This design comes from an exercise in tuning for small area and a short achievable clock period on the open sky130 flow, not from production work. In this exercise RTL edits were held to simulation tests only and were not proved equivalent to the original. Power is estimated from default activity; no workload was simulated.

$ cat constraint.sdc
create_clock -name core_clock -period 11.0 [get_ports {clk}]
set_input_delay 2.2000 -clock core_clock [delete_from_list [all_inputs] [get_ports {clk}]]
set_output_delay 2.2000 -clock core_clock [all_outputs]
set_load 0.01 [all_outputs]
$ cat design.v
module datapath_mi(clk, rst, data, control_word, K, I, alu_status, r0, r1, r2, r3, r4, r5, r6, r7);
	input clk, rst;
	input [21:0] control_word;
	input [7:0] K;
	output [15:0] I;
	output [3:0] alu_status;
	output [7:0] data, r0, r1, r2, r3, r4, r5, r6, r7;
	wire sl     = control_word[21];
	wire il     = control_word[20];
	wire pcl    = control_word[19];
	wire mr     = control_word[18];
	wire mw     = control_word[17];
	wire b_sel  = control_word[16];
	wire a_sel  = control_word[15];
	wire en_alu = control_word[14];
	wire ci     = control_word[13];
	wire [2:0] FS = control_word[12:10];
	wire w      = control_word[9];
	wire [2:0] SB = control_word[8:6];
	wire [2:0] SA = control_word[5:3];
	wire [2:0] DA = control_word[2:0];
	wire [7:0] bus;       
	reg [7:0] R [0:6];
	reg [7:0] PC;
	reg [7:0] IR;
	reg [3:0] ST;
	wire [7:0] sela, selb;
	opdec deca(.s(SA), .x(a_sel), .y(sela));
	opdec decb(.s(SB), .x(b_sel), .y(selb));
	wire [7:0] A, B;       
	wire inv = FS[0] & FS[1];
	wire [7:0] g, p;       
	genvar i, b, k;
	generate
		for (b = 0; b < 8; b = b + 1) begin : op
			mux8 ma(.s(sela), .d({PC[b], R[6][b], R[5][b], R[4][b], R[3][b], R[2][b], R[1][b], R[0][b]}), .y(A[b]));
			mux8 mb(.s(selb), .d({K[b], R[6][b], R[5][b], R[4][b], R[3][b], R[2][b], R[1][b], R[0][b]}), .y(B[b]));
			pgx u(.a(A[b]), .b(B[b]), .inv(inv), .g(g[b]), .p(p[b]));
		end
	endgenerate
	wire [7:1] ng1;
	wire [7:2] np1;
	aoi21 l1_1(.a1(p[0]), .a2(ci), .b1(g[0]), .y(ng1[1]));
	generate
		for (k = 2; k <= 7; k = k + 1) begin : l1
			aoi21 ug(.a1(p[k-1]), .a2(g[k-2]), .b1(g[k-1]), .y(ng1[k]));
			nand2g up(.a(p[k-1]), .b(p[k-2]), .y(np1[k]));
		end
	endgenerate
	wire nci, c1;
	invg ici(.a(ci), .y(nci));
	invg ic1(.a(ng1[1]), .y(c1));
	wire [7:2] g2;
	wire [7:4] p2;
	oai21 l2_2(.a1(np1[2]), .a2(nci), .b1(ng1[2]), .y(g2[2]));
	oai21 l2_3(.a1(np1[3]), .a2(ng1[1]), .b1(ng1[3]), .y(g2[3]));
	generate
		for (k = 4; k <= 7; k = k + 1) begin : l2
			oai21 ug(.a1(np1[k]), .a2(ng1[k-2]), .b1(ng1[k]), .y(g2[k]));
			nor2g up(.a(np1[k]), .b(np1[k-2]), .y(p2[k]));
		end
	endgenerate
	wire [7:4] nc;
	aoi21 l3_4(.a1(p2[4]), .a2(ci), .b1(g2[4]), .y(nc[4]));
	aoi21 l3_5(.a1(p2[5]), .a2(c1), .b1(g2[5]), .y(nc[5]));
	aoi21 l3_6(.a1(p2[6]), .a2(g2[2]), .b1(g2[6]), .y(nc[6]));
	aoi21 l3_7(.a1(p2[7]), .a2(g2[3]), .b1(g2[7]), .y(nc[7]));
	wire cout = g[7] | (p[7] & ~nc[7]);
	wire [7:0] shl, shr;
	shifter sh(.a(A), .sh(B[2:0]), .l(shl), .r(shr));
	wire o_and, o_or, o_shl, o_shr, o_xor, add;
	fdec fd(.fs(FS), .en(en_alu), .o_and(o_and), .o_or(o_or), .o_shl(o_shl), .o_shr(o_shr), .o_xor(o_xor), .add(add));
	wire ram_rd = mr & ~mw & ~K[7] & ~en_alu;    
	wire ram_wr = mw & ~K[7];
	wire [127:0] rsel, wsel;
	wire [7:0] xb;      
	wire [7:0] q [0:127];
	wdec rdec(.a(K[6:0]), .y(rsel));
	wdece wdec_(.a(K[6:0]), .en(ram_wr), .y(wsel));
	generate
		for (i = 0; i < 128; i = i + 1) begin : word
			reg [7:0] m;
			always @(posedge clk) if (wsel[i]) m <= bus;
			assign q[i] = m;
		end
		for (b = 0; b < 8; b = b + 1) begin : rd
			wire [42:0] y;
			for (k = 0; k < 42; k = k + 1) begin : l1
				aoi222 u(.a1(rsel[3*k]), .a2(q[3*k][b]),
					.b1(rsel[3*k+1]), .b2(q[3*k+1][b]),
					.c1(rsel[3*k+2]), .c2(q[3*k+2][b]), .y(y[k]));
			end
			aoi22 l1_last(.a1(rsel[126]), .a2(q[126][b]),
				.b1(rsel[127]), .b2(q[127][b]), .y(y[42]));
			wire [10:0] z;
			for (k = 0; k < 10; k = k + 1) begin : l2
				nand4g u(.a(y[4*k]), .b(y[4*k+1]), .c(y[4*k+2]), .d(y[4*k+3]), .y(z[k]));
			end
			nand3g l2_last(.a(y[40]), .b(y[41]), .c(y[42]), .y(z[10]));
			wire [2:0] u;
			nor4g l3_0(.a(z[0]), .b(z[1]), .c(z[2]), .d(z[3]), .y(u[0]));
			nor4g l3_1(.a(z[4]), .b(z[5]), .c(z[6]), .d(z[7]), .y(u[1]));
			nor3g l3_2(.a(z[8]), .b(z[9]), .c(z[10]), .y(u[2]));
			othbit ob(.o_and(o_and), .o_or(o_or), .o_shl(o_shl), .o_shr(o_shr), .o_xor(o_xor),
				.g(g[b]), .p(p[b]), .l(shl[b]), .r(shr[b]), .rd(ram_rd), .u0(u[0]), .u1(u[1]), .u2(u[2]), .x(xb[b]));
		end
	endgenerate
	finp f0(.p(p[0]), .c(ci),     .add(add), .x(xb[0]), .y(data[0]));
	finn f1(.p(p[1]), .cn(ng1[1]), .add(add), .x(xb[1]), .y(data[1]));
	finp f2(.p(p[2]), .c(g2[2]),  .add(add), .x(xb[2]), .y(data[2]));
	finp f3(.p(p[3]), .c(g2[3]),  .add(add), .x(xb[3]), .y(data[3]));
	finn f4(.p(p[4]), .cn(nc[4]), .add(add), .x(xb[4]), .y(data[4]));
	finn f5(.p(p[5]), .cn(nc[5]), .add(add), .x(xb[5]), .y(data[5]));
	finn f6(.p(p[6]), .cn(nc[6]), .add(add), .x(xb[6]), .y(data[6]));
	finn f7(.p(p[7]), .cn(nc[7]), .add(add), .x(xb[7]), .y(data[7]));
	finp fi0(.p(p[0]), .c(ci),     .add(add), .x(xb[0]), .y(bus[0]));
	finn fi1(.p(p[1]), .cn(ng1[1]), .add(add), .x(xb[1]), .y(bus[1]));
	finp fi2(.p(p[2]), .c(g2[2]),  .add(add), .x(xb[2]), .y(bus[2]));
	finp fi3(.p(p[3]), .c(g2[3]),  .add(add), .x(xb[3]), .y(bus[3]));
	finn fi4(.p(p[4]), .cn(nc[4]), .add(add), .x(xb[4]), .y(bus[4]));
	finn fi5(.p(p[5]), .cn(nc[5]), .add(add), .x(xb[5]), .y(bus[5]));
	finn fi6(.p(p[6]), .cn(nc[6]), .add(add), .x(xb[6]), .y(bus[6]));
	finn fi7(.p(p[7]), .cn(nc[7]), .add(add), .x(xb[7]), .y(bus[7]));
	wire [7:0] cin = {~nc[7], ~nc[6], ~nc[5], ~nc[4], g2[3], g2[2], ~ng1[1], ci};
	reg [7:0] F;
	always @* begin
		case (FS)
			3'b000: F = g;
			3'b001: F = g | p;
			3'b010: F = p ^ cin;
			3'b011: F = p ^ cin;
			3'b100: F = shl;
			3'b101: F = shr;
			3'b110: F = p;
			default: F = 8'd0;
		endcase
	end
	wire Z = (F == 8'd0);
	wire N = F[7];
	wire C = cout;
	wire V = ~(A[7] ^ B[7] ^ inv) & (F[7] ^ A[7]);
	reg [7:0] rom;
	always @* begin
		if (PC[7:4] != 4'd0 || PC[3:2] == 2'b11) rom = 8'h00;
		else case (PC[1:0])
			2'd0: rom = 8'h12;
			2'd1: rom = 8'h43;
			2'd2: rom = 8'h67;
			default: rom = 8'h98;
		endcase
	end
	integer j;
	always @(posedge clk or posedge rst) begin
		if (rst) begin
			for (j = 0; j < 7; j = j + 1) R[j] <= 8'd0;
			PC <= 8'd0;
			IR <= 8'd0;
			ST <= 4'd0;
		end else begin
			if (w && DA != 3'd7) R[DA] <= bus;
			if (sl) ST <= {V, C, N, Z};
			if (pcl) PC <= bus;
			if (il) IR <= rom;
		end
	end
	assign I = {8'd0, IR};
	assign alu_status = ST;
	assign r0 = R[0];
	assign r1 = R[1];
	assign r2 = R[2];
	assign r3 = R[3];
	assign r4 = R[4];
	assign r5 = R[5];
	assign r6 = R[6];
	assign r7 = 8'd0;
endmodule
module opdec(s, x, y);
	input [2:0] s;
	input x;
	output [7:0] y;
	wire [2:0] sn;
	wire xn;
	invg i0(.a(s[0]), .y(sn[0]));
	invg i1(.a(s[1]), .y(sn[1]));
	invg i2(.a(s[2]), .y(sn[2]));
	invg ix(.a(x), .y(xn));
	wire [3:0] n01;
	nand2g a0(.a(sn[0]), .b(sn[1]), .y(n01[0]));
	nand2g a1(.a(s[0]),  .b(sn[1]), .y(n01[1]));
	nand2g a2(.a(sn[0]), .b(s[1]),  .y(n01[2]));
	nand2g a3(.a(s[0]),  .b(s[1]),  .y(n01[3]));
	wire [1:0] n2;
	nand2g b0(.a(sn[2]), .b(xn), .y(n2[0]));
	nand2g b1(.a(s[2]),  .b(xn), .y(n2[1]));
	nor2g y0(.a(n01[0]), .b(n2[0]), .y(y[0]));
	nor2g y1(.a(n01[1]), .b(n2[0]), .y(y[1]));
	nor2g y2(.a(n01[2]), .b(n2[0]), .y(y[2]));
	nor2g y3(.a(n01[3]), .b(n2[0]), .y(y[3]));
	nor2g y4(.a(n01[0]), .b(n2[1]), .y(y[4]));
	nor2g y5(.a(n01[1]), .b(n2[1]), .y(y[5]));
	nor2g y6(.a(n01[2]), .b(n2[1]), .y(y[6]));
	assign y[7] = x;
endmodule
module wdec(a, y);
	input [6:0] a;
	output [127:0] y;
	wire [7:0] lo = 8'd1 << a[2:0];
	wire [15:0] hi = 16'd1 << a[6:3];
	wire [7:0] lon = ~lo;
	wire [15:0] hin = ~hi;
	genvar i;
	for (i = 0; i < 128; i = i + 1) begin : w
		nor2g u(.a(lon[i % 8]), .b(hin[i / 8]), .y(y[i]));
	end
endmodule
module wdece(a, en, y);
	input [6:0] a;
	input en;
	output [127:0] y;
	wire [7:0] lo = 8'd1 << a[2:0];
	wire [15:0] hi = {16{en}} & (16'd1 << a[6:3]);
	wire [7:0] lon = ~lo;
	wire [15:0] hin = ~hi;
	genvar i;
	for (i = 0; i < 128; i = i + 1) begin : w
		nor2g u(.a(lon[i % 8]), .b(hin[i / 8]), .y(y[i]));
	end
endmodule
module mux8(s, d, y);
	input [7:0] s, d;
	output y;
	assign y = |(s & d);
endmodule
module pgx(a, b, inv, g, p);
	input a, b, inv;
	output g, p;
	assign g = a & (b ^ inv);
	assign p = a ^ b ^ inv;
endmodule
module shifter(a, sh, l, r);
	input [7:0] a;
	input [2:0] sh;
	output [7:0] l, r;
	assign l = a << sh;
	assign r = a >> sh;
endmodule
module fdec(fs, en, o_and, o_or, o_shl, o_shr, o_xor, add);
	input [2:0] fs;
	input en;
	output o_and, o_or, o_shl, o_shr, o_xor, add;
	assign o_and = en & (fs == 3'b000);
	assign o_or  = en & (fs == 3'b001);
	assign add   = en & (fs[2:1] == 2'b01);
	assign o_shl = en & (fs == 3'b100);
	assign o_shr = en & (fs == 3'b101);
	assign o_xor = en & (fs == 3'b110);
endmodule
module othbit(o_and, o_or, o_shl, o_shr, o_xor, g, p, l, r, rd, u0, u1, u2, x);
	input o_and, o_or, o_shl, o_shr, o_xor, g, p, l, r, rd, u0, u1, u2;
	output x;
	assign x = (o_and & g) | (o_or & (g | p)) | (o_shl & l) | (o_shr & r) | (o_xor & p)
		| (rd & ~(u0 & u1 & u2));
endmodule
module finp(p, c, add, x, y);
	input p, c, add, x;
	output y;
	assign y = add ? (p ^ c) : x;
endmodule
module finn(p, cn, add, x, y);
	input p, cn, add, x;
	output y;
	assign y = add ? ~(p ^ cn) : x;
endmodule
module aoi222(a1, a2, b1, b2, c1, c2, y);
	input a1, a2, b1, b2, c1, c2;
	output y;
	assign y = ~((a1 & a2) | (b1 & b2) | (c1 & c2));
endmodule
module aoi22(a1, a2, b1, b2, y);
	input a1, a2, b1, b2;
	output y;
	assign y = ~((a1 & a2) | (b1 & b2));
endmodule
module nand4g(a, b, c, d, y);
	input a, b, c, d;
	output y;
	assign y = ~(a & b & c & d);
endmodule
module nand3g(a, b, c, y);
	input a, b, c;
	output y;
	assign y = ~(a & b & c);
endmodule
module nor4g(a, b, c, d, y);
	input a, b, c, d;
	output y;
	assign y = ~(a | b | c | d);
endmodule
module nor3g(a, b, c, y);
	input a, b, c;
	output y;
	assign y = ~(a | b | c);
endmodule
module aoi21(a1, a2, b1, y);
	input a1, a2, b1;
	output y;
	assign y = ~((a1 & a2) | b1);
endmodule
module oai21(a1, a2, b1, y);
	input a1, a2, b1;
	output y;
	assign y = ~((a1 | a2) & b1);
endmodule
module nand2g(a, b, y);
	input a, b;
	output y;
	assign y = ~(a & b);
endmodule
module nor2g(a, b, y);
	input a, b;
	output y;
	assign y = ~(a | b);
endmodule
module invg(a, y);
	input a;
	output y;
	assign y = ~a;
endmodule
$ cat config.mk
export PLATFORM = sky130hd
export DESIGN_NAME = datapath_mi
export DESIGN_NICKNAME = datapath_mi
export VERILOG_FILES = /design/flow/design.v
export SDC_FILE = /design/flow/constraint.sdc
export NUM_CORES = 4
export LEC_CHECK = 0
export CAP_MARGIN = 20
export CORE_MARGIN = 2
export CORE_UTILIZATION = 55
export CTS_CLUSTER_DIAMETER = 80
export CTS_CLUSTER_SIZE = 25
export SETUP_SLACK_MARGIN = 4
export SLEW_MARGIN = 20
export SYNTH_HIERARCHICAL = 1
export SYNTH_MINIMUM_KEEP_SIZE = 0
$ cat standard.sh
#!/bin/bash
# synth_recipe.tcl (not shown) runs the flow's synth.tcl, then flattens the netlist and writes it again
# the make line also repeats each setting of config.mk as NAME=value (left out here)
make -C /OpenROAD-flow-scripts/flow DESIGN_CONFIG=/design/flow/config.mk WORK_HOME=/design/flow/orfs CLKGATE_MAP_FILE= SYNTH_SCRIPT=/design/flow/synth_recipe.tcl "${@:-finish}"
$ cat flow/run.sh
#!/bin/bash
set -euo pipefail
bash standard.sh BUFFER_PORTS_ARGS="-buffer_cell sky130_fd_sc_hd__buf_2" finish > standard_flow.log 2>&1
==> flow_summary.json, run 1 <==
{
  "status": "finished clean",
  "gp_congestion": 0.945,
  "avgSynthCellArea_um2": 17.7,
  "critPathMaxFanout": 17,
  "critPathKind": "primary input to output pin",
  "drtIter0Drc": 5268,
  "power_density_nw_per_um2": 168,
  "timing.setup.tns_ns": 0,
  "synth_common_cells": "edfxtp_1, a222oi_1, nor2_1",
  "p_clk_share_pct": 26.7,
  "die_w_um": 281,
  "finClkSkew_ns": 0.0391,
  "p_sw_share_pct": 25.4,
  "fp-row-count": 101,
  "crit_chain": "buf_6 -> nand3b_1 -> buf_12 -> buf_12 -> nor2_1 -> a222oi_1 -> nand4_1 -> nor4_4 -> and3_4 -> o2111ai_2 -> mux2_4 -> buf_2",
  "cp.arrival_ns": 5.33,
  "start_util_pct": 55.6,
  "max_freq_mhz": 133,
  "grtUsageTotal_pct": 30.9,
  "ios": 124,
  "grt_start_max_net_pins": 96,
  "final_nets": 2701,
  "synth.top_cell.area_share_pct": 72.7,
  "ys_seq_area_share_pct": 77.0,
  "design_area_um2": 47900,
  "grt_pass1_wl_um": 175000,
  "route.detailed.drc": 0,
  "area_growth_pct": 13.1,
  "dr.pass1.iters": 9,
  "die_area_um2": 79200,
  "path_common_cell": "buf_12",
  "layout.cells.non_filler": 3713,
  "wl_per_cell_um": 33.4,
  "drtAntennaViolNets": 0,
  "hold_class": "flop to flop",
  "post-dp-hpwl_um": 74000,
  "drv_slew": 0,
  "die_y_um": 281,
  "clk_pin_slew_ns": 0.07,
  "startpoint_type": "primary input",
  "crit_required_ns": 8.80,
  "multi_input_area_um2": 10200,
  "synth_top_flop_cell": "edfxtp_1",
  "switchingPower_mw": 2.05,
  "cts_max_level": 2,
  "place_area_um2": 44100,
  "numPortBuffers": 107,
  "yosys.area.top_type": "edfxtp_1",
  "ctsLongestPathBuffers": 3,
  "rsz0062_at_grt": "true",
  "pwr-share-seq_pct": 60.6,
  "vias_per_cell": 7.13,
  "overflow": 0,
  "post-route-min-period_ns": 7.53,
  "grt_pass1_vias": 24500,
  "dr_total_vias": 26500,
  "setup_viol": 0,
  "numCtsBuffers": 52,
  "antenna_found_initial": 2,
  "fillers": 5503,
  "total_leakage_power_nw": 15.4,
  "fin_crit_sh_pct": 68.4,
  "ys_warn_count": 9,
  "core_um2": 76100,
  "synth.area.top_cells": "edfxtp_1, a222oi_1, dfrtp_1",
  "async_flop_share_pct": 6.65,
  "critPathSlowestCell": "nor4_4",
  "synth-edff-count": 1024,
  "peakVddDrop_mv": 0.117,
  "synthesis.area_um2": 42300,
  "holdPathStages": 2,
  "cts_tree": "done",
  "drive_above_1_share_pct": 22.6,
  "dp.cells": 3534,
  "ys_ff_latch": 1097,
  "clk_latency_ns": 0.67,
  "finalHoldViolations": 0,
  "cts.sinks": 1097,
  "power_frac_comb_pct": 12.7,
  "r2r_cells": 12,
  "syn_inst": 2397,
  "hold-worst-slack_ns": 0.486,
  "cts_hold_buf": 0,
  "slew_headroom_pct": 24.7,
  "ys_types": 81,
  "end_kind": "output pin",
  "yosysMostFrequentCell": "edfxtp_1",
  "cp_slowest_stage_delay_ns": 0.59,
  "worst_pin_slew_ns": 1.13,
  "seqCellArea_um2": 32600,
  "max_cap_violations": 0,
  "internal_power_mw": 6.01,
  "clockRootBuffer": "clkbuf_16",
  "routed_wl_um": 124000
}
[Yosys stat by module, one instance, submodules excluded, a selection]
module	flip-flops and latches	times used	cells inside	cell area [µm²]
aoi21	0	11	1	8.76
aoi222	0	336	1	10.0
datapath_mi	1097	1	1297	34200
fdec	0	1	6	71.3
finn	0	10	2	23.8
nand3g	0	8	1	5.00
nor2g	0	274	1	3.75
nor3g	0	8	1	10.0
opdec	0	2	1	7.51
othbit	0	8	6	52.6
pgx	0	8	3	25.0
[cells by family (layout without fill, tap and decap cells)]
family	count (synthesis)	count (layout)	synth area share [%]
buffers and inverters	74	344	1.02
and+or+nand+nor	578	578	7.30
AOI/OAI and AO/OA	514	514	11.3
other	1	17	0.00886
adders and majority gates	3	3	0.0887
xor gates and xnor gates	37	37	0.766
DFF	1097	1097	77.0
muxes	93	93	2.56
[power by group through the flow]
stage	clock network, mW	logic, mW	registers, mW
5_1_grt	2.32	1.09	4.89
3_3_place_gp	0	0.886	4.98
3_5_place_dp	0	0.901	4.98
2_1_floorplan	0	0.483	4.97
4_1_cts	2.18	0.992	4.88
6_report	2.15	1.02	4.89
[critical path: cells and delay by family]
| kind | cells | cell delay [ns] |
|---|---|---|
| AOI/OAI and AO/OA | 2 | 0.73 |
| buffers and inverters | 4 | 0.60 |
| muxes | 1 | 0.30 |
| and+or+nand+nor | 5 | 1.47 |
[stage by stage]
| stage | setup slack, ns | power [mW] | util [%] |
|---|---|---|---|
| after floorplan | 4.03 | 5.45 | - |
| after global placement | 2.61 | 5.86 | 58.0 |
| after detailed placement | 2.54 | 5.88 | 58.0 |
| after CTS | 3.60 | 8.06 | 62.3 |
| after global routing | 3.47 | 8.30 | 62.9 |
| final | 3.47 | 8.06 | 62.9 |
[placed cells by master (no fill, tap or decap), types with 28 or more instances in the layout]
| master | Yosys | layout |
|---|---|---|
| a222oi_1 | 336 | 336 |
| a22oi_1 | 65 | 65 |
| buf_12 | 1 | 31 |
| buf_2 | 5 | 100 |
| buf_4 | 22 | 90 |
| clkbuf_16 | 0 | 53 |
| dfrtp_1 | 73 | 73 |
| edfxtp_1 | 1024 | 1024 |
| inv_1 | 29 | 28 |
| mux2_2 | 65 | 65 |
| nand2_1 | 38 | 35 |
| nand4_1 | 102 | 102 |
| nor2_1 | 298 | 212 |
| nor2_2 | 0 | 64 |
[metal layers]
| layer | part of all wire, % | GRT usage (%) |
|---|---|---|
| met2 | 46 | 47.7 |
| met1 | 40 | 45.8 |
| met5 | 0 | 0 |
| met4 | 3.4 | 8.78 |
| met3 | 11 | 5.14 |
[layout make-up]
type,instances,share of cell area [%]
clock inverters,11,0.308
well taps,1030,2.69
repair buffers,243,4.54
clock buffers,59,2.82
diodes,1,0.00523
inverters,31,0.248
multi-input cells,1241,21.3
flip-flops and latches,1097,68.1
[what timing repair did]
action / CTS / global route
setup endpoints to repair: 272 / 8
gates resized for setup: 174 / 62
setup buffers: 72 / 30
pin swaps: 110 / 58
gates cloned: 6 / 0
[path summary, 6_finish.rpt]
check                                endpoint  slack, ns     from
worst max-delay path                  data[7]       3.47     K[1]
worst min-delay path                    ST[1]       0.49    ST[1]
worst max register to register  word[74].m[7]       6.62  R[3][2]
worst min register to register          ST[1]       0.49    ST[1]
max in group asynchronous               ST[2]       8.53      rst
min in group asynchronous             R[5][1]       1.85      rst
[state kept, by name, indices dropped and copies added (netlist names)]
register,cells
word.m,1024
R,56
PC,8
ST,4
IR,5
==> inputs of run 2 (changes only) <==
--- a/design.v
+++ b/design.v
@@ -76,2 +76,3 @@
 	wire [7:0] xb;      
+	wire [7:0] ramn;    
 	wire [7:0] q [0:127];
@@ -103,22 +104,25 @@
 			nor3g l3_2(.a(z[8]), .b(z[9]), .c(z[10]), .y(u[2]));
+			wire ro, rn;
+			nand3g l4(.a(u[0]), .b(u[1]), .c(u[2]), .y(ro));
+			nand2g l5(.a(ram_rd), .b(ro), .y(rn));
+			assign ramn[b] = rn;
 			othbit ob(.o_and(o_and), .o_or(o_or), .o_shl(o_shl), .o_shr(o_shr), .o_xor(o_xor),
-				.g(g[b]), .p(p[b]), .l(shl[b]), .r(shr[b]), .rd(ram_rd), .u0(u[0]), .u1(u[1]), .u2(u[2]), .x(xb[b]));
+				.g(g[b]), .p(p[b]), .l(shl[b]), .r(shr[b]), .x(xb[b]));
+		end
+	endgenerate
+	wire [7:0] alun;
+	finp f0(.p(p[0]), .c(ci),     .add(add), .x(xb[0]), .y(alun[0]));
+	finn f1(.p(p[1]), .cn(ng1[1]), .add(add), .x(xb[1]), .y(alun[1]));
+	finp f2(.p(p[2]), .c(g2[2]),  .add(add), .x(xb[2]), .y(alun[2]));
+	finp f3(.p(p[3]), .c(g2[3]),  .add(add), .x(xb[3]), .y(alun[3]));
+	finn f4(.p(p[4]), .cn(nc[4]), .add(add), .x(xb[4]), .y(alun[4]));
+	finn f5(.p(p[5]), .cn(nc[5]), .add(add), .x(xb[5]), .y(alun[5]));
+	finn f6(.p(p[6]), .cn(nc[6]), .add(add), .x(xb[6]), .y(alun[6]));
+	finn f7(.p(p[7]), .cn(nc[7]), .add(add), .x(xb[7]), .y(alun[7]));
+	generate
+		for (b = 0; b < 8; b = b + 1) begin : bo
+			nand2g uo(.a(ramn[b]), .b(alun[b]), .y(data[b]));
+			nand2g ui(.a(ramn[b]), .b(alun[b]), .y(bus[b]));
 		end
 	endgenerate
-	finp f0(.p(p[0]), .c(ci),     .add(add), .x(xb[0]), .y(data[0]));
-	finn f1(.p(p[1]), .cn(ng1[1]), .add(add), .x(xb[1]), .y(data[1]));
-	finp f2(.p(p[2]), .c(g2[2]),  .add(add), .x(xb[2]), .y(data[2]));
-	finp f3(.p(p[3]), .c(g2[3]),  .add(add), .x(xb[3]), .y(data[3]));
-	finn f4(.p(p[4]), .cn(nc[4]), .add(add), .x(xb[4]), .y(data[4]));
-	finn f5(.p(p[5]), .cn(nc[5]), .add(add), .x(xb[5]), .y(data[5]));
-	finn f6(.p(p[6]), .cn(nc[6]), .add(add), .x(xb[6]), .y(data[6]));
-	finn f7(.p(p[7]), .cn(nc[7]), .add(add), .x(xb[7]), .y(data[7]));
-	finp fi0(.p(p[0]), .c(ci),     .add(add), .x(xb[0]), .y(bus[0]));
-	finn fi1(.p(p[1]), .cn(ng1[1]), .add(add), .x(xb[1]), .y(bus[1]));
-	finp fi2(.p(p[2]), .c(g2[2]),  .add(add), .x(xb[2]), .y(bus[2]));
-	finp fi3(.p(p[3]), .c(g2[3]),  .add(add), .x(xb[3]), .y(bus[3]));
-	finn fi4(.p(p[4]), .cn(nc[4]), .add(add), .x(xb[4]), .y(bus[4]));
-	finn fi5(.p(p[5]), .cn(nc[5]), .add(add), .x(xb[5]), .y(bus[5]));
-	finn fi6(.p(p[6]), .cn(nc[6]), .add(add), .x(xb[6]), .y(bus[6]));
-	finn fi7(.p(p[7]), .cn(nc[7]), .add(add), .x(xb[7]), .y(bus[7]));
 	wire [7:0] cin = {~nc[7], ~nc[6], ~nc[5], ~nc[4], g2[3], g2[2], ~ng1[1], ci};
@@ -257,7 +261,6 @@
 endmodule
-module othbit(o_and, o_or, o_shl, o_shr, o_xor, g, p, l, r, rd, u0, u1, u2, x);
-	input o_and, o_or, o_shl, o_shr, o_xor, g, p, l, r, rd, u0, u1, u2;
+module othbit(o_and, o_or, o_shl, o_shr, o_xor, g, p, l, r, x);
+	input o_and, o_or, o_shl, o_shr, o_xor, g, p, l, r;
 	output x;
-	assign x = (o_and & g) | (o_or & (g | p)) | (o_shl & l) | (o_shr & r) | (o_xor & p)
-		| (rd & ~(u0 & u1 & u2));
+	assign x = (o_and & g) | (o_or & (g | p)) | (o_shl & l) | (o_shr & r) | (o_xor & p);
 endmodule
@@ -266,3 +269,3 @@
 	output y;
-	assign y = add ? (p ^ c) : x;
+	assign y = ~(add ? (p ^ c) : x);
 endmodule
@@ -271,3 +274,3 @@
 	output y;
-	assign y = add ? ~(p ^ cn) : x;
+	assign y = ~(add ? ~(p ^ cn) : x);
 endmodule
--- a/config.mk
+++ b/config.mk
@@ -9,3 +9,3 @@
 export CORE_MARGIN = 2
-export CORE_UTILIZATION = 55
+export CORE_UTILIZATION = 65
 export CTS_CLUSTER_DIAMETER = 80
@@ -16 +16,2 @@
 export SYNTH_MINIMUM_KEEP_SIZE = 0
+export TNS_END_PERCENT = 0
==> flow_summary.json, run 2 <==
{
  "status": "finished clean",
  "path_common_cell": "nand2_1",
  "ys_ff_latch": 1097,
  "grt_pass1_vias": 24600,
  "setup_viol": 0,
  "cts_max_level": 2,
  "slew_headroom_pct": 27.0,
  "regMostFlops": "word.m",
  "end_kind": "output pin",
  "dr_total_vias": 26400,
  "yosysMostFrequentCell": "edfxtp_1",
  "drive_above_1_share_pct": 20.7,
  "power_frac_comb_pct": 12.8,
  "synth.top_cell.area_share_pct": 73.1,
  "post-route-min-period_ns": 7.21,
  "cp_slowest_stage_delay_ns": 0.54,
  "synthesis.area_um2": 42100,
  "pwr-share-seq_pct": 61.2,
  "layout_common_cells": "edfxtp_1, a222oi_1, nor2_1",
  "startpoint_type": "primary input",
  "area_growth_pct": 12.0,
  "numPortBuffers": 107,
  "die_w_um": 258,
  "ios": 124,
  "finalHoldViolations": 0,
  "internal_power_mw": 6.03,
  "dr.pass1.iters": 10,
  "async_flop_share_pct": 6.65,
  "clk_latency_ns": 0.66,
  "overflow": 0,
  "synth.area.top_cells": "edfxtp_1, a222oi_1, dfrtp_1",
  "top_regs": "word.m (1024), R (56), PC (8)",
  "finClkSkew_ns": 0.0387,
  "synth_top_flop_cell": "edfxtp_1",
  "cts_hold_buf": 0,
  "syn_inst": 2391,
  "clk_pin_slew_ns": 0.09,
  "power_density_nw_per_um2": 171,
  "critPathMaxFanout": 8,
  "max_freq_mhz": 139,
  "synth-edff-count": 1024,
  "hold-worst-slack_ns": 0.538,
  "die_y_um": 258,
  "cts_tree": "done",
  "start_util_pct": 65.5,
  "ys_seq_area_share_pct": 77.4,
  "wl_per_cell_um": 33.2,
  "core_um2": 64200,
  "drv_slew": 0,
  "largest_reg_flops": 1024,
  "cts.sinks": 1097,
  "crit_chain": "buf_6 -> clkbuf_16 -> buf_4 -> nand4bb_4 -> nor2_1 -> a222oi_1 -> nand4_1 -> nor4_4 -> nand3_2 -> nand2_1 -> nand2_1 -> buf_2",
  "drtIter0Drc": 5186,
  "ctsLongestPathBuffers": 3,
  "drtAntennaViolNets": 0,
  "p_sw_share_pct": 25.3,
  "crit_buf_inv": 4,
  "timing.setup.tns_ns": 0,
  "critPathKind": "primary input to output pin",
  "grtUsageTotal_pct": 34.0,
  "vias_per_cell": 7.50,
  "grt_start_max_net_pins": 107,
  "antenna_found_initial": 1,
  "critPathTopFamily": "simple AND/OR/NAND/NOR gates",
  "fp-row-count": 93,
  "route.detailed.drc": 0,
  "final_nets": 2680,
  "switchingPower_mw": 2.05,
  "rsz0062_at_grt": "true",
  "yosys.area.top_type": "edfxtp_1",
  "p_clk_share_pct": 26.0,
  "crit_required_ns": 8.80,
  "peakVddDrop_mv": 0.149,
  "die_area_um2": 66800,
  "gp_congestion": 1.00,
  "fin_crit_sh_pct": 65.5,
  "avgSynthCellArea_um2": 17.6,
  "mostFrequentLayoutCell": "edfxtp_1",
  "clockRootBuffer": "clkbuf_16",
  "ys_warn_count": 9,
  "synth_common_cells": "edfxtp_1, a222oi_1, nor2_1",
  "final_util_pct": 73.3,
  "worst_pin_slew_ns": 1.10,
  "ys_types": 79,
  "grt_pass1_wl_um": 165000,
  "cp.arrival_ns": 5.01,
  "critPathSlowestCell": "a222oi_1",
  "total_leakage_power_nw": 15.3,
  "post-dp-hpwl_um": 71600,
  "numCtsBuffers": 51,
  "hold_class": "flop to flop",
  "max_cap_violations": 0,
  "routed_wl_um": 117000
}
run 2: changes by cell type in the layout (fill, tap and decap cells not counted), moves of 10 or more:
cell	before	now
nor2_1	212	245
nor2_2	64	34
xnor2_1	18	7
mux2_4	13	3
nand2_4	0	10
run 2: worst paths after layout:
check                                      to  depth (start not counted)  slack [ns]    start
worst max-delay path                  data[2]                         12        3.79     K[4]
worst min-delay path                    IR[1]                          1        0.54    IR[1]
worst max register to register  word[79].m[7]                         14        6.49  R[4][0]
worst min register to register          IR[1]                          1        0.54    IR[1]
max in group asynchronous               ST[1]                          3        8.49      rst
min in group asynchronous             R[5][7]                          3        1.82      rst
run 2: area by class of cell:
class                   instances  area (µm²)
flip-flops and latches       1097       32600
fillers                      3897       17100
multi-input cells            1243        9990
repair buffers                229        1920
clock buffers                  67        1360
well taps                     855        1070
clock inverters                 9        90.1
inverters                      23        88.8
diodes                          2        5.00
run 2: per-stage QoR:
stage	cells	power [mW]	cell area [µm²]	setup slack, ns
floorplan	2406	5.50	42100	4.23
global placement	3349	5.90	43700	2.68
detailed placement	3349	5.92	43700	2.61
CTS	3469	7.99	46000	3.74
global route	3524	8.29	47100	3.74
finish	3525	8.08	47100	3.79
run 2: repair_timing:
action,CTS,global route
setup endpoints to repair,9,8
gates cloned,0,7
gates resized for setup,94,113
pin swaps,47,81
setup buffers,44,47
run 2: cells by family (layout without fill, tap and decap cells):
| family | Yosys count | count (layout) | share of synthesized area, % |
|---|---|---|---|
| AOI/OAI and AO/OA | 500 | 500 | 11.0 |
| xor gates and xnor gates | 29 | 29 | 0.604 |
| adders and majority gates | 3 | 3 | 0.0893 |
| buffers and inverters | 66 | 328 | 0.952 |
| DFF | 1097 | 1097 | 77.4 |
| muxes | 91 | 91 | 2.41 |
| other | 1 | 18 | 0.00892 |
| and+or+nand+nor | 604 | 604 | 7.48 |
run 2: layer usage:
layer | track usage, % | routed length [µm] | vias to the layer above
met3 | 5.75 | 14400 | 268
met1 | 49.0 | 42400 | 13300
met4 | 12.3 | 4650 | 0
met2 | 53.5 | 55400 | 2022
li1 | - | - | 10800
met5 | 0 | 0 | -
run 2: power groups by stage:
| stage | Combinational (mW) | Clock, mW | Sequential [mW] |
|---|---|---|---|
| 3_5_place_dp | 0.887 | 0 | 5.03 |
| 5_1_grt | 1.10 | 2.25 | 4.95 |
| 6_report | 1.03 | 2.10 | 4.94 |
| 4_1_cts | 0.945 | 2.11 | 4.93 |
| 2_1_floorplan | 0.463 | 0 | 5.04 |
| 3_3_place_gp | 0.868 | 0 | 5.03 |
run 2: modules after synthesis (local to each module, per instance), a selection:
module	cells	area, µm²
aoi21	1	8.76
aoi22	1	12.5
datapath_mi	1297	34200
fdec	6	71.3
finp	2	18.8
invg	1	3.75
mux8	5	36.3
nand3g	1	5.00
nand4g	1	6.26
nor2g	1	3.75
nor4g	1	12.5
oai21	1	5.00
opdec	1	7.51
othbit	4	27.5
pgx	3	25.0
==> inputs of run 3 (changes only) <==
--- a/config.mk
+++ b/config.mk
@@ -9,3 +9,3 @@
 export CORE_MARGIN = 2
-export CORE_UTILIZATION = 65
+export CORE_UTILIZATION = 75
 export CTS_CLUSTER_DIAMETER = 80
==> flow_summary.json, run 3 <==
{
  "status": "finished clean",
  "peakVddDrop_mv": 0.173,
  "critPathKind": "primary input to output pin",
  "drive_above_1_share_pct": 21.0,
  "synthesis.area_um2": 42100,
  "dp.cells": 3243,
  "mostFrequentLayoutCell": "edfxtp_1",
  "drtIter0Drc": 7140,
  "dr.pass1.iters": 13,
  "setup_viol": 0,
  "clockRootBuffer": "clkbuf_16",
  "grtUsageTotal_pct": 42.0,
  "power_density_nw_per_um2": 172,
  "total_leakage_power_nw": 15.2,
  "grt_start_max_net_pins": 106,
  "layout_common_cells": "edfxtp_1, a222oi_1, nor2_1",
  "regMostFlops": "word.m",
  "crit_required_ns": 8.80,
  "numCtsBuffers": 50,
  "fillers": 2489,
  "ys_ff_latch": 1097,
  "die_area_um2": 58000,
  "fp-row-count": 86,
  "area_growth_pct": 11.5,
  "ctsLongestPathBuffers": 3,
  "slew_headroom_pct": 31.0,
  "timing.setup.tns_ns": 0,
  "top_regs": "word.m (1024), R (56), PC (8)",
  "yosysMostFrequentCell": "edfxtp_1",
  "synth.area.top_cells": "edfxtp_1, a222oi_1, dfrtp_1",
  "end_kind": "output pin",
  "clk_pin_slew_ns": 0.09,
  "core_um2": 55300,
  "finalHoldViolations": 0,
  "drtAntennaViolNets": 0,
  "critPathMaxFanout": 8,
  "ys_warn_count": 9,
  "cts_hold_buf": 0,
  "ys_types": 79,
  "wl_per_cell_um": 35.8,
  "antenna_found_initial": 3,
  "vias_per_cell": 8.14,
  "largest_reg_flops": 1024,
  "ys_seq_area_share_pct": 77.4,
  "design_area_um2": 46900,
  "routed_wl_um": 122000,
  "die_w_um": 241,
  "yosys.area.top_type": "edfxtp_1",
  "synth_common_cells": "edfxtp_1, a222oi_1, nor2_1",
  "overflow": 0,
  "dr_total_vias": 27700,
  "synth.top_cell.area_share_pct": 73.1,
  "gp_congestion": 0.995,
  "setup_slack_ns": 3.62,
  "avgSynthCellArea_um2": 17.6,
  "start_util_pct": 76.0,
  "drv_slew": 0,
  "synth_top_flop_cell": "edfxtp_1",
  "startpoint_type": "primary input",
  "use_met1_pct": 56.3,
  "final_util_pct": 84.8,
  "syn_inst": 2391,
  "layout.cells.non_filler": 3406,
  "cp.arrival_ns": 5.18,
  "worst_pin_slew_ns": 1.04,
  "synth-edff-count": 1024,
  "cts.sinks": 1097,
  "max_cap_violations": 0,
  "gr-usage-met2_pct": 65.5,
  "finClkSkew_ns": 0.0337,
  "cts_tree": "done",
  "numPortBuffers": 107,
  "post-route-min-period_ns": 7.38,
  "grt_pass1_wl_um": 173000,
  "route.detailed.drc": 0,
  "busiest_layer": "met2",
  "hold-worst-slack_ns": 0.528,
  "place_area_um2": 43500,
  "pre_cts_slack_ns": 2.73,
  "final_nets": 2671,
  "fin_crit_sh_pct": 67.1,
  "cts_max_level": 2,
  "max_freq_mhz": 136,
  "use_met3_pct": 9.86,
  "post-dp-hpwl_um": 72100,
  "die_y_um": 241,
  "grt_pass1_vias": 25800,
  "total_power_mw": 8.06,
  "rsz0062_at_grt": "true",
  "clk_latency_ns": 0.65,
  "ios": 124,
  "async_flop_share_pct": 6.65,
  "hold_class": "flop to flop"
}
-- run 3: changes by cell type in the layout (fill, tap and decap cells not counted), moves of 3 or more --
| cell | change |
|---|---|
| a22oi_1 | -4 |
| a22oi_2 | +4 |
| buf_4 | -7 |
| clkbuf_16 | -6 |
| clkinv_1 | -3 |
| nor2_1 | -7 |
| nor2_4 | +6 |
| nor4_2 | +3 |
| nor4_4 | -3 |
| xor2_4 | +3 |
-- run 3: worst max-delay path, cell delays in order --
cell	delay (ns)
buf_6	0.13
bufbuf_16	0.29
buf_4	0.14
nand4b_1	0.09
buf_4	0.17
nor2_1	0.14
a222oi_1	0.60
nand4_1	0.36
nor3_4	0.36
nand3_2	0.27
nand2_2	0.18
nand2_1	0.07
buf_2	0.14
-- run 3: cell type report --
cell class              instances  area [µm²]  area share (%)
flip-flops and latches       1097       32600            69.5
multi-input cells            1243       10100            21.5
repair buffers                221        1830            3.90
clock buffers                  67        1340            2.85
well taps                     748         936            2.00
inverters                      23        88.8           0.189
clock inverters                 5        63.8           0.136
diodes                          2        5.00          0.0107
-- run 3: power breakdown --
part           total [mW]  switching (mW)  internal, mW
sequential           4.94           0.113          4.83
clock                2.07            1.21         0.864
combinational        1.05           0.732         0.317
-- run 3: cell families (layout without fill, tap and decap cells) --
logic type,Yosys count,after routing,share of synthesized area (%)
AND/OR/NAND/NOR,604,604,7.48
other,1,18,0.00892
XOR/XNOR,29,29,0.604
AO/OA/AOI/OAI,500,500,11.0
flip-flops,1097,1097,77.4
adder cells (fa/ha/maj),3,3,0.0893
buffers and inverters,66,316,0.952
multiplexers,91,91,2.41
-- run 3: timing repair --
item,in CTS,in global routing
setup endpoints to repair,8,8
gates resized for setup,163,53
pin swaps,79,57
setup buffers,63,21
gates cloned,3,2
-- run 3: path summary, 6_finish.rpt --
check / startpoint / to / slack, ns / cells past startpoint
max: K[5] / data[6] / 3.62 / 13
min: ST[1] / ST[1] / 0.53 / 2
max reg2reg: R[4][0] / PC[6] / 6.66 / 14
min reg2reg: ST[1] / ST[1] / 0.53 / 2
max in group asynchronous: rst / R[5][6] / 8.54 / 3
min in group asynchronous: rst / R[1][1] / 1.86 / 3
-- run 3: per-layer routing --
| layer | share of wire (%) | wire length [µm] | vias up |
|---|---|---|---|
| li1 | - | - | 10800 |
| met1 | 32 | 38800 | 13400 |
| met2 | 46 | 56700 | 2885 |
| met3 | 15 | 17700 | 558 |
| met4 | 7.1 | 8630 | 8 |
| met5 | 0.088 | 107 | - |
-- run 3: per-module statistics from Yosys, one instance, submodules excluded, excerpt --
module   times used  area [µm²]
wdece             1         228
shifter           1         478
nor2g           274        3.75
pgx               8        25.0
nor3g             8        10.0
nand4g           80        6.26
nor4g            16        12.5
==> inputs of run 4 (changes only) <==
--- a/design.v
+++ b/design.v
@@ -72,3 +72,2 @@
 	fdec fd(.fs(FS), .en(en_alu), .o_and(o_and), .o_or(o_or), .o_shl(o_shl), .o_shr(o_shr), .o_xor(o_xor), .add(add));
-	wire ram_rd = mr & ~mw & ~K[7] & ~en_alu;    
 	wire ram_wr = mw & ~K[7];
@@ -76,5 +75,5 @@
 	wire [7:0] xb;      
-	wire [7:0] ramn;    
+	wire [23:0] ru;     
 	wire [7:0] q [0:127];
-	wdec rdec(.a(K[6:0]), .y(rsel));
+	rdec rdec_(.k(K), .mr(mr), .mw(mw), .en(en_alu), .y(rsel));
 	wdece wdec_(.a(K[6:0]), .en(ram_wr), .y(wsel));
@@ -104,6 +103,3 @@
 			nor3g l3_2(.a(z[8]), .b(z[9]), .c(z[10]), .y(u[2]));
-			wire ro, rn;
-			nand3g l4(.a(u[0]), .b(u[1]), .c(u[2]), .y(ro));
-			nand2g l5(.a(ram_rd), .b(ro), .y(rn));
-			assign ramn[b] = rn;
+			assign ru[3*b+2:3*b] = u;
 			othbit ob(.o_and(o_and), .o_or(o_or), .o_shl(o_shl), .o_shr(o_shr), .o_xor(o_xor),
@@ -123,4 +119,4 @@
 		for (b = 0; b < 8; b = b + 1) begin : bo
-			nand2g uo(.a(ramn[b]), .b(alun[b]), .y(data[b]));
-			nand2g ui(.a(ramn[b]), .b(alun[b]), .y(bus[b]));
+			nand4g uo(.a(ru[3*b]), .b(ru[3*b+1]), .c(ru[3*b+2]), .d(alun[b]), .y(data[b]));
+			nand4g ui(.a(ru[3*b]), .b(ru[3*b+1]), .c(ru[3*b+2]), .d(alun[b]), .y(bus[b]));
 		end
@@ -207,7 +203,9 @@
 endmodule
-module wdec(a, y);
-	input [6:0] a;
+module rdec(k, mr, mw, en, y);
+	input [7:0] k;
+	input mr, mw, en;
 	output [127:0] y;
-	wire [7:0] lo = 8'd1 << a[2:0];
-	wire [15:0] hi = 16'd1 << a[6:3];
+	wire rd = mr & ~mw & ~k[7] & ~en;
+	wire [7:0] lo = 8'd1 << k[2:0];
+	wire [15:0] hi = {16{rd}} & (16'd1 << k[6:3]);
 	wire [7:0] lon = ~lo;
--- a/config.mk
+++ b/config.mk
@@ -9,3 +9,3 @@
 export CORE_MARGIN = 2
-export CORE_UTILIZATION = 75
+export CORE_UTILIZATION = 65
 export CTS_CLUSTER_DIAMETER = 80
==> flow_summary.json, run 4 <==
{
  "status": "finished clean",
  "synth-edff-count": 1024,
  "end_kind": "output pin",
  "r2r-start": "R[0][1]",
  "synth.area.top_cells": "edfxtp_1, a222oi_1, dfrtp_1",
  "total_power_mw": 8.12,
  "grt_pass1_wl_um": 167000,
  "clk_latency_ns": 0.65,
  "syn_inst": 2369,
  "ys_seq_area_share_pct": 77.6,
  "startpoint_type": "primary input",
  "top_regs": "word.m (1024), R (56), PC (8)",
  "setup_viol": 0,
  "area_growth_pct": 12.4,
  "grt_pass1_vias": 24800,
  "worst_pin_slew_ns": 1.11,
  "gp_congestion": 0.976,
  "layout.cells.non_filler": 3506,
  "routed_wl_um": 116000,
  "cts_max_level": 2,
  "hold_path_end": "ST[3]",
  "cts.sinks": 1097,
  "wl_per_cell_um": 33.2,
  "max_cap_violations": 0,
  "total_leakage_power_nw": 15.3,
  "grtUsageTotal_pct": 34.5,
  "drv_slew": 0,
  "avgSynthCellArea_um2": 17.7,
  "die_w_um": 258,
  "die_y_um": 258,
  "numPortBuffers": 107,
  "synth_common_cells": "edfxtp_1, a222oi_1, nor2_1",
  "setup_slack_ns": 3.63,
  "synth.top_cell.area_share_pct": 73.3,
  "timing.setup.tns_ns": 0,
  "dr_total_vias": 26400,
  "route.detailed.drc": 0,
  "holdPathStages": 2,
  "peakVddDrop_mv": 0.152,
  "regMostFlops": "word.m",
  "post-dp-hpwl_um": 72200,
  "cts_tree": "done",
  "overflow": 0,
  "rsz0062_at_grt": "true",
  "finClkSkew_ns": 0.0307,
  "yosysMostFrequentCell": "edfxtp_1",
  "r2r_end": "word[77].m[5]",
  "r2r_cells": 14,
  "finalHoldViolations": 0,
  "hold_class": "flop to flop",
  "pre_cts_slack_ns": 2.57,
  "numCtsBuffers": 50,
  "drtAntennaViolNets": 0,
  "largest_reg_flops": 1024,
  "vias_per_cell": 7.54,
  "fin_crit_sh_pct": 67.0,
  "ios": 124,
  "dr.pass1.iters": 10,
  "ys_warn_count": 9,
  "core_um2": 64100,
  "max_freq_mhz": 136,
  "yosys.area.top_type": "edfxtp_1",
  "hp-start": "ST[3]",
  "cp.arrival_ns": 5.17,
  "critPathMaxFanout": 14,
  "mostFrequentLayoutCell": "edfxtp_1",
  "clockRootBuffer": "clkbuf_16",
  "async_flop_share_pct": 6.65,
  "crit_required_ns": 8.80,
  "ys_types": 76,
  "critPathKind": "primary input to output pin",
  "synth_top_flop_cell": "edfxtp_1",
  "reg2reg_slack_ns": 6.64,
  "clk_pin_slew_ns": 0.08,
  "antenna_found_initial": 2,
  "grt_start_max_net_pins": 99,
  "layout_common_cells": "edfxtp_1, a222oi_1, nor2_1",
  "ctsLongestPathBuffers": 3,
  "synthesis.area_um2": 42000,
  "power_density_nw_per_um2": 172,
  "ys_ff_latch": 1097,
  "drtIter0Drc": 5085,
  "post-route-min-period_ns": 7.37,
  "slew_headroom_pct": 25.7,
  "start_util_pct": 65.4,
  "die_area_um2": 66600,
  "final_nets": 2675,
  "dp.cells": 3334,
  "fp-row-count": 93,
  "cts_hold_buf": 0,
  "drive_above_1_share_pct": 21.9
}
## run 4: metrics by stage
| stage | hold slack, ns | cell area (µm²) | utilization [%] |
|---|---|---|---|
| 6_report | 0.527 | 47200 | 73.6 |
| 5_1_grt | 0.564 | 47200 | 73.6 |
| 3_3_place_gp | 0.488 | 43700 | 68.1 |
| 4_1_cts | 0.529 | 46700 | 72.8 |
| 3_5_place_dp | 0.499 | 43700 | 68.1 |
| 2_1_floorplan | 0.504 | 42100 | - |
## run 4: how the worst max path moves through the flow
stage | start | to | slack, ns
3_3_place_gp | control_word[16] | data[6] | 2.55
6_report | control_word[18] | data[7] | 3.63
4_1_cts | control_word[7] | data[6] | 3.76
5_1_grt | control_word[15] | data[6] | 3.48
3_5_place_dp | control_word[16] | data[6] | 2.57
2_1_floorplan | control_word[16] | PC[6] | 3.49
## run 4: worst max-delay path, cell delays in order
cell	delay [ns]
buf_2	0.12
nor4b_4	0.13
buf_12	0.15
buf_4	0.14
nand4_1	0.15
buf_12	0.15
nor2_1	0.13
a222oi_1	0.57
nand4_1	0.33
nor4_4	0.61
nand4_1	0.25
buf_2	0.21
## run 4: kinds of logic (layout without fill, tap and decap cells)
| group | Yosys count | in the layout | synth area share (%) |
|---|---|---|---|
| fa+ha+maj | 3 | 3 | 0.0895 |
| flops | 1097 | 1097 | 77.6 |
| mux | 89 | 89 | 2.35 |
| xor+xnor | 31 | 31 | 0.647 |
| simple gates | 600 | 600 | 7.55 |
| compound gates | 490 | 490 | 10.9 |
| buf+inv | 58 | 324 | 0.838 |
| other cells | 1 | 17 | 0.00894 |
## run 4: modules after synthesis, one instance, submodules excluded, excerpt
module  flip-flops and latches  cells  cell area, µm²
aoi22                        0      1            12.5
finn                         0      2            18.8
invg                         0      1            3.75
mux8                         0      5            36.3
nand2g                       0      1            3.75
nand3g                       0      1            5.00
nand4g                       0      1            6.26
nor4g                        0      1            12.5
oai21                        0      1            5.00
opdec                        0      1            7.51
wdece                        0     37             228
## run 4: per-layer routing
layer	routed length, µm	GRT usage, %	vias to the layer above
met1	42500	49.1	13400
met5	0	0	-
met2	55200	54.6	2003
met3	14000	6.82	274
met4	4540	11.5	0
li1	-	-	10800
## run 4: power breakdown
group          total, mW  internal (mW)  switching, mW
logic               1.10          0.363          0.738
clock network       2.06          0.849           1.21
registers           4.96           4.85          0.107
total               8.12           6.07           2.05
## run 4: timing repair
item | in CTS | in global routing
resized for setup | 165 | 56
setup endpoints to repair | 8 | 8
pin swaps | 79 | 48
buffers inserted | 88 | 19
cloned | 1 | 0
hold endpoints to repair | 0 | 0
## run 4: layout make-up
class / count / area, µm²
sequential: 1097 / 32600
multi-input combinational: 1229 / 10000
fill: 3853 / 17000
inverter: 18 / 90.1
tap: 855 / 1070
timing repair buffer: 244 / 2040
clock inverter: 5 / 63.8
clock buffer: 57 / 1300
antenna: 1 / 2.50
==> inputs of run 5 (changes only) <==
--- a/design.v
+++ b/design.v
@@ -72,2 +72,3 @@
 	fdec fd(.fs(FS), .en(en_alu), .o_and(o_and), .o_or(o_or), .o_shl(o_shl), .o_shr(o_shr), .o_xor(o_xor), .add(add));
+	wire ram_rd = mr & ~mw & ~K[7] & ~en_alu;    
 	wire ram_wr = mw & ~K[7];
@@ -75,5 +76,5 @@
 	wire [7:0] xb;      
-	wire [23:0] ru;     
+	wire [7:0] ramn;    
 	wire [7:0] q [0:127];
-	rdec rdec_(.k(K), .mr(mr), .mw(mw), .en(en_alu), .y(rsel));
+	wdec rdec(.a(K[6:0]), .y(rsel));
 	wdece wdec_(.a(K[6:0]), .en(ram_wr), .y(wsel));
@@ -94,12 +95,19 @@
 				.b1(rsel[127]), .b2(q[127][b]), .y(y[42]));
-			wire [10:0] z;
-			for (k = 0; k < 10; k = k + 1) begin : l2
+			wire [11:0] z;
+			for (k = 0; k < 7; k = k + 1) begin : l2
 				nand4g u(.a(y[4*k]), .b(y[4*k+1]), .c(y[4*k+2]), .d(y[4*k+3]), .y(z[k]));
 			end
-			nand3g l2_last(.a(y[40]), .b(y[41]), .c(y[42]), .y(z[10]));
-			wire [2:0] u;
-			nor4g l3_0(.a(z[0]), .b(z[1]), .c(z[2]), .d(z[3]), .y(u[0]));
-			nor4g l3_1(.a(z[4]), .b(z[5]), .c(z[6]), .d(z[7]), .y(u[1]));
-			nor3g l3_2(.a(z[8]), .b(z[9]), .c(z[10]), .y(u[2]));
-			assign ru[3*b+2:3*b] = u;
+			for (k = 0; k < 5; k = k + 1) begin : l2b
+				nand3g u(.a(y[28+3*k]), .b(y[29+3*k]), .c(y[30+3*k]), .y(z[7+k]));
+			end
+			wire [5:0] u;
+			for (k = 0; k < 6; k = k + 1) begin : l3
+				nor2g n(.a(z[2*k]), .b(z[2*k+1]), .y(u[k]));
+			end
+			wire [1:0] ro;
+			nand3g l4_0(.a(u[0]), .b(u[1]), .c(u[2]), .y(ro[0]));
+			nand3g l4_1(.a(u[3]), .b(u[4]), .c(u[5]), .y(ro[1]));
+			wire rn;
+			oai21 l5(.a1(ro[0]), .a2(ro[1]), .b1(ram_rd), .y(rn));
+			assign ramn[b] = rn;
 			othbit ob(.o_and(o_and), .o_or(o_or), .o_shl(o_shl), .o_shr(o_shr), .o_xor(o_xor),
@@ -119,4 +127,4 @@
 		for (b = 0; b < 8; b = b + 1) begin : bo
-			nand4g uo(.a(ru[3*b]), .b(ru[3*b+1]), .c(ru[3*b+2]), .d(alun[b]), .y(data[b]));
-			nand4g ui(.a(ru[3*b]), .b(ru[3*b+1]), .c(ru[3*b+2]), .d(alun[b]), .y(bus[b]));
+			nand2g uo(.a(ramn[b]), .b(alun[b]), .y(data[b]));
+			nand2g ui(.a(ramn[b]), .b(alun[b]), .y(bus[b]));
 		end
@@ -203,9 +211,7 @@
 endmodule
-module rdec(k, mr, mw, en, y);
-	input [7:0] k;
-	input mr, mw, en;
+module wdec(a, y);
+	input [6:0] a;
 	output [127:0] y;
-	wire rd = mr & ~mw & ~k[7] & ~en;
-	wire [7:0] lo = 8'd1 << k[2:0];
-	wire [15:0] hi = {16{rd}} & (16'd1 << k[6:3]);
+	wire [7:0] lo = 8'd1 << a[2:0];
+	wire [15:0] hi = 16'd1 << a[6:3];
 	wire [7:0] lon = ~lo;
@@ -294,12 +300,2 @@
 endmodule
-module nor4g(a, b, c, d, y);
-	input a, b, c, d;
-	output y;
-	assign y = ~(a | b | c | d);
-endmodule
-module nor3g(a, b, c, y);
-	input a, b, c;
-	output y;
-	assign y = ~(a | b | c);
-endmodule
 module aoi21(a1, a2, b1, y);
==> flow_summary.json, run 5 <==
{
  "hold_class": "flop to flop",
  "total_leakage_power_nw": 15.3,
  "yosys.area.top_type": "edfxtp_1",
  "grtUsageTotal_pct": 33.3,
  "end_kind": "output pin",
  "yosysMostFrequentCell": "edfxtp_1",
  "post-dp-hpwl_um": 68500,
  "clk_latency_ns": 0.66,
  "ctsLongestPathBuffers": 3,
  "ys_warn_count": 9,
  "vias_per_cell": 7.38,
  "drv_slew": 0,
  "clockRootBuffer": "clkbuf_16",
  "layout.cells.non_filler": 3534,
  "synth.top_cell.area_share_pct": 73.2,
  "synth.area.top_cells": "edfxtp_1, a222oi_1, dfrtp_1",
  "crit_required_ns": 8.80,
  "ios": 124,
  "slew_headroom_pct": 27.7,
  "setup_viol": 0,
  "place_area_um2": 43600,
  "layout_common_cells": "edfxtp_1, a222oi_1, nor2_1",
  "post-route-min-period_ns": 7.04,
  "die_y_um": 258,
  "die_area_um2": 66700,
  "mostFrequentLayoutCell": "edfxtp_1",
  "worst_pin_slew_ns": 1.09,
  "finClkSkew_ns": 0.0324,
  "max_cap_violations": 0,
  "drive_above_1_share_pct": 21.2,
  "final_util_pct": 73.1,
  "design_area_um2": 47000,
  "drtAntennaViolNets": 0,
  "drtIter0Drc": 4801,
  "numCtsBuffers": 51,
  "dp.cells": 3384,
  "cts.sinks": 1097,
  "regMostFlops": "word.m",
  "peakVddDrop_mv": 0.139,
  "dr.pass1.iters": 10,
  "cts_max_level": 2,
  "wl_per_cell_um": 32.0,
  "fin_crit_sh_pct": 64.0,
  "async_flop_share_pct": 6.65,
  "ys_seq_area_share_pct": 77.5,
  "numPortBuffers": 107,
  "ys_ff_latch": 1097,
  "route.detailed.drc": 0,
  "gp_congestion": 0.974,
  "area_growth_pct": 11.8,
  "synth_top_flop_cell": "edfxtp_1",
  "finalHoldViolations": 0,
  "synth-edff-count": 1024,
  "cts_tree": "done",
  "fp-row-count": 93,
  "timing.setup.tns_ns": 0,
  "top_regs": "word.m (1024), R (56), PC (8)",
  "synthesis.area_um2": 42000,
  "power_density_nw_per_um2": 173,
  "dr_total_vias": 26100,
  "final_nets": 2689,
  "critPathKind": "primary input to output pin",
  "die_w_um": 258,
  "core_um2": 64200,
  "fillers": 4031,
  "largest_reg_flops": 1024,
  "overflow": 0,
  "antenna_found_initial": 2,
  "status": "finished clean",
  "ys_types": 78,
  "grt_start_max_net_pins": 104,
  "grt_pass1_wl_um": 164000,
  "synth_common_cells": "edfxtp_1, nor2_1, a222oi_1",
  "cp.arrival_ns": 4.84,
  "rsz0062_at_grt": "true",
  "avgSynthCellArea_um2": 17.3,
  "routed_wl_um": 113000,
  "critPathMaxFanout": 17,
  "total_power_mw": 8.14,
  "cts_hold_buf": 0,
  "grt_pass1_vias": 24800,
  "max_freq_mhz": 142,
  "startpoint_type": "primary input",
  "syn_inst": 2431,
  "clk_pin_slew_ns": 0.08,
  "start_util_pct": 65.4
}
-- run 5: cell count changes after synthesis, sizes merged, moves of 5 or more --
| cell | delta |
|---|---|
| nand4 | -43 |
| nand3 | +42 |
| nor2 | +39 |
| nand2 | +18 |
| nor4 | -18 |
| o21ai | +12 |
| nor2b | -8 |
| nor3 | -8 |
| nand4bb | +6 |
| clkbuf | +5 |
| inv | +5 |
-- run 5: metal layers --
layer | track usage (%) | wire (µm)
met1 | 48.1 | 42700
met3 | 5.70 | 12000
met5 | 0 | 0
met2 | 52.7 | 54000
met4 | 11.4 | 4290
-- run 5: layout make-up --
type                    instances  area [µm²]  area share (%)
flip-flops and latches       1097       32600            69.4
multi-input cells            1283       10200            21.7
repair buffers                198        1510            3.22
clock buffers                  69        1410            3.00
well taps                     855        1070            2.28
inverters                      23         103           0.218
clock inverters                 7         101           0.216
diodes                          2        5.00          0.0107
-- run 5: cell families (layout without fill, tap and decap cells) --
| kind of cell | count (synthesis) | in the layout | synth area share [%] |
|---|---|---|---|
| flops | 1097 | 1097 | 77.5 |
| simple gates | 636 | 636 | 7.30 |
| compound gates | 508 | 508 | 11.1 |
| mux | 91 | 91 | 2.41 |
| buf+inv | 66 | 297 | 0.953 |
| xor+xnor | 29 | 29 | 0.604 |
| fa+ha+maj | 3 | 3 | 0.0893 |
| other cells | 1 | 18 | 0.00892 |
-- run 5: final timing paths --
| kind | start | to | slack, ns | cells past startpoint |
|---|---|---|---|---|
| setup / recovery | K[2] | data[1] | 3.96 | 12 |
| hold / removal | ST[1] | ST[1] | 0.52 | 2 |
| setup reg to reg | R[3][1] | word[59].m[6] | 6.64 | 14 |
| hold reg to reg | ST[1] | ST[1] | 0.52 | 2 |
| max in group asynchronous | rst | ST[1] | 8.53 | 3 |
| min in group asynchronous | rst | R[3][5] | 1.84 | 3 |
-- run 5: Yosys stat by module, one instance, submodules excluded, a selection --
module / cells / flops+latches / times used
aoi22: 1 / 0 / 8
fdec: 6 / 0 / 1
finn: 2 / 0 / 5
mux8: 5 / 0 / 16
nand4g: 1 / 0 / 56
nor2g: 1 / 0 / 322
oai21: 1 / 0 / 14
othbit: 4 / 0 / 8
pgx: 3 / 0 / 8
-- run 5: worst max-delay path, cell delays in order --
cell and delay [ns]:
buf_4 0.19, nand3b_1 0.14, buf_4 0.17, buf_4 0.24
nor2_1 0.19, a222oi_1 0.47, nand4_1 0.28, nor2_2 0.23
nand3_2 0.21, o21ai_4 0.24, nand2_1 0.11, buf_2 0.16
-- run 5: power by group --
part	switching, mW	internal, mW	leakage, nW
clock	1.24	0.935	0.734
sequential	0.107	4.83	10.4
combinational	0.713	0.320	4.14
-- run 5: per-stage QoR --
stage / hold slack (ns) / setup WS (ns)
after floorplan: 0.504 / 4.23
after global placement: 0.476 / 2.63
after detailed placement: 0.509 / 2.65
after CTS: 0.528 / 3.97
after global routing: 0.559 / 3.95
final: 0.520 / 3.96
-- run 5: repair_timing --
action                     4_1_cts  5_1_grt
resized for setup              146      119
setup buffers                   50       17
setup endpoints to repair        8        8
pin swaps                       49       75
cloned                           1        3
==> inputs of run 6 (changes only) <==
--- a/config.mk
+++ b/config.mk
@@ -10,4 +10,5 @@
 export CORE_UTILIZATION = 65
-export CTS_CLUSTER_DIAMETER = 80
-export CTS_CLUSTER_SIZE = 25
+export CTS_BUF_LIST = sky130_fd_sc_hd__clkbuf_8
+export CTS_CLUSTER_DIAMETER = 60
+export CTS_CLUSTER_SIZE = 16
 export SETUP_SLACK_MARGIN = 4
==> flow_summary.json, run 6 <==
{
  "fp-row-count": 93,
  "yosysMostFrequentCell": "edfxtp_1",
  "layout_common_cells": "edfxtp_1, a222oi_1, nor2_1",
  "setup_viol": 0,
  "overflow": 0,
  "largest_reg_flops": 1024,
  "fin_crit_sh_pct": 64.1,
  "synthesis.area_um2": 42000,
  "top_regs": "word.m (1024), R (56), PC (8)",
  "status": "finished clean",
  "total_power_mw": 7.89,
  "synth_top_flop_cell": "edfxtp_1",
  "holdPathStages": 2,
  "async_flop_share_pct": 6.65,
  "route.detailed.drc": 0,
  "routed_wl_um": 112000,
  "critPathMaxFanout": 17,
  "hp-start": "ST[1]",
  "grt_pass1_wl_um": 164000,
  "vias_per_cell": 7.33,
  "crit_required_ns": 8.80,
  "power_density_nw_per_um2": 169,
  "r2r_end": "word[54].m[6]",
  "avgSynthCellArea_um2": 17.3,
  "finClkSkew_ns": 0.0407,
  "yosys.area.top_type": "edfxtp_1",
  "dr_total_vias": 26100,
  "drive_above_1_share_pct": 21.3,
  "hold_class": "flop to flop",
  "end_kind": "output pin",
  "ys_types": 78,
  "die_y_um": 258,
  "max_freq_mhz": 142,
  "max_cap_violations": 0,
  "ctsLongestPathBuffers": 3,
  "start_util_pct": 65.4,
  "rsz0062_at_grt": "true",
  "gp_congestion": 0.974,
  "ys_warn_count": 9,
  "cts_max_level": 3,
  "final_util_pct": 72.5,
  "core_um2": 64200,
  "ys_ff_latch": 1097,
  "clockRootBuffer": "clkbuf_8",
  "final_nets": 2713,
  "numCtsBuffers": 81,
  "die_w_um": 258,
  "r2r-start": "R[3][1]",
  "slew_headroom_pct": 26.0,
  "clk_pin_slew_ns": 0.08,
  "wl_per_cell_um": 31.6,
  "dr.pass1.iters": 9,
  "ios": 124,
  "drtAntennaViolNets": 0,
  "grt_start_max_net_pins": 104,
  "synth.top_cell.area_share_pct": 73.2,
  "ys_seq_area_share_pct": 77.5,
  "synth_common_cells": "edfxtp_1, nor2_1, a222oi_1",
  "cts_tree": "done",
  "finalHoldViolations": 0,
  "drv_slew": 0,
  "post-route-min-period_ns": 7.05,
  "drtIter0Drc": 4705,
  "r2r_cells": 13,
  "cts.sinks": 1097,
  "worst_pin_slew_ns": 1.11,
  "reg2reg_slack_ns": 6.71,
  "grtUsageTotal_pct": 33.6,
  "syn_inst": 2431,
  "mostFrequentLayoutCell": "edfxtp_1",
  "startpoint_type": "primary input",
  "area_growth_pct": 10.9,
  "antenna_found_initial": 2,
  "synth-edff-count": 1024,
  "clk_latency_ns": 0.74,
  "cp.arrival_ns": 4.85,
  "hold_path_end": "ST[1]",
  "timing.setup.tns_ns": 0,
  "regMostFlops": "word.m",
  "hold-worst-slack_ns": 0.511,
  "synth.area.top_cells": "edfxtp_1, a222oi_1, dfrtp_1",
  "post-dp-hpwl_um": 68500,
  "total_leakage_power_nw": 15.1,
  "numPortBuffers": 107,
  "die_area_um2": 66700,
  "critPathKind": "primary input to output pin",
  "grt_pass1_vias": 25000,
  "peakVddDrop_mv": 0.144
}
==> run 6: cell counts after synthesis <==
No cell type changed its count.
==> run 6: Yosys stat by module, one instance, submodules excluded, a selection <==
| module | flops+latches | area, µm² |
|---|---|---|
| aoi21 | 0 | 8.76 |
| aoi22 | 0 | 12.5 |
| fdec | 0 | 71.3 |
| mux8 | 0 | 36.3 |
| nand3g | 0 | 5.00 |
| nand4g | 0 | 6.26 |
| oai21 | 0 | 5.00 |
| wdec | 0 | 246 |
==> run 6: worst max-delay path, stage by stage <==
cell and delay, ns:
buf_4 0.19, nand3b_1 0.14, buf_4 0.18, buf_4 0.23
nor2_1 0.18, a222oi_1 0.47, nand4_1 0.27, nor2_2 0.27
nand3_2 0.23, o21ai_2 0.24, nand2_1 0.08, buf_2 0.17
==> run 6: what timing repair did <==
item / CTS / global route
hold buffers: 0 / 0
pin swaps: 47 / 57
buffers inserted: 54 / 11
resized for setup: 136 / 117
gates cloned: 1 / 0
endpoints found under the setup margin: 8 / 8
==> run 6: layer usage <==
layer	up-vias	GRT usage, %	share of wire (%)
li1	10900	-	-
met1	13200	48.5	38
met2	1757	52.5	48
met3	255	6.21	11
met4	0	11.9	3.6
met5	-	0	0
==> run 6: cell type report <==
cell class / instances / area, µm²
flip-flops and latches: 1097 / 32600
fillers: 4060 / 17600
multi-input cells: 1283 / 10000
repair buffers: 192 / 1480
clock buffers: 84 / 1160
well taps: 855 / 1070
clock inverters: 21 / 148
inverters: 23 / 116
diodes: 2 / 5.00
==> run 6: kinds of logic after synthesis <==
group,synth area share (%)
muxes,2.41
and+or+nand+nor,7.30
DFF,77.5
adders and majority gates,0.0893
xor gates and xnor gates,0.604
other,0.00892
AOI/OAI and AO/OA,11.1
buffers and inverters,0.953
==> run 6: report_power, final <==
part	internal, mW	total, mW	switching (mW)
clock network	0.708	1.95	1.24
logic	0.306	1.00	0.698
registers	4.83	4.94	0.108
total	5.84	7.89	2.05
==> run 6: worst max path at each step <==
stage | startpoint | to | cells past startpoint
floorplan | control_word[16] | data[7] | 13
global placement | control_word[16] | data[3] | 14
detailed placement | control_word[16] | data[3] | 14
CTS | K[0] | data[1] | 11
global route | control_word[6] | data[7] | 16
finish | K[2] | data[4] | 12
==> run 6: per-stage QoR <==
| step | cell area, µm² | std cells | worst slack, ns |
|---|---|---|---|
| finish | 46600 | 3557 | 3.95 |
| global route | 46600 | 3557 | 3.93 |
| CTS | 46000 | 3544 | 3.97 |
| detailed placement | 43600 | 3384 | 2.65 |
| global placement | 43600 | 3384 | 2.63 |
| floorplan | 42100 | 2446 | 4.23 |

==> what the ideal ports hide <==
The results above use ideal ports. As a check the final layouts listed here were re-extracted and re-timed, cells and wires unchanged.
Step 1 assumes that a clkbuf_16 drives the clock port and a buf_2 every other input.
Step 2 also shifts input and output timing later by t, the mid clock arrival at the registers, as if the neighbouring blocks saw the same clock.
a / b / c = ideal ports / drivers / drivers and shift; a / b = the first two.
| run | t (ns) | setup slack, ns |
|---|---|---|
| run 1 | 0.710 | 3.472 / 3.414 / 3.414 |
| run 2 | 0.708 | 3.795 / 3.673 / 3.673 |
| run 3 | 0.697 | 3.624 / 3.539 / 3.539 |
| run 4 | 0.707 | 3.633 / 3.583 / 3.583 |
| run 5 | 0.707 | 3.964 / 3.902 / 3.902 |
| run 6 | 0.782 | 3.948 / 3.884 / 3.884 |
After both steps every run listed still meets setup and hold.
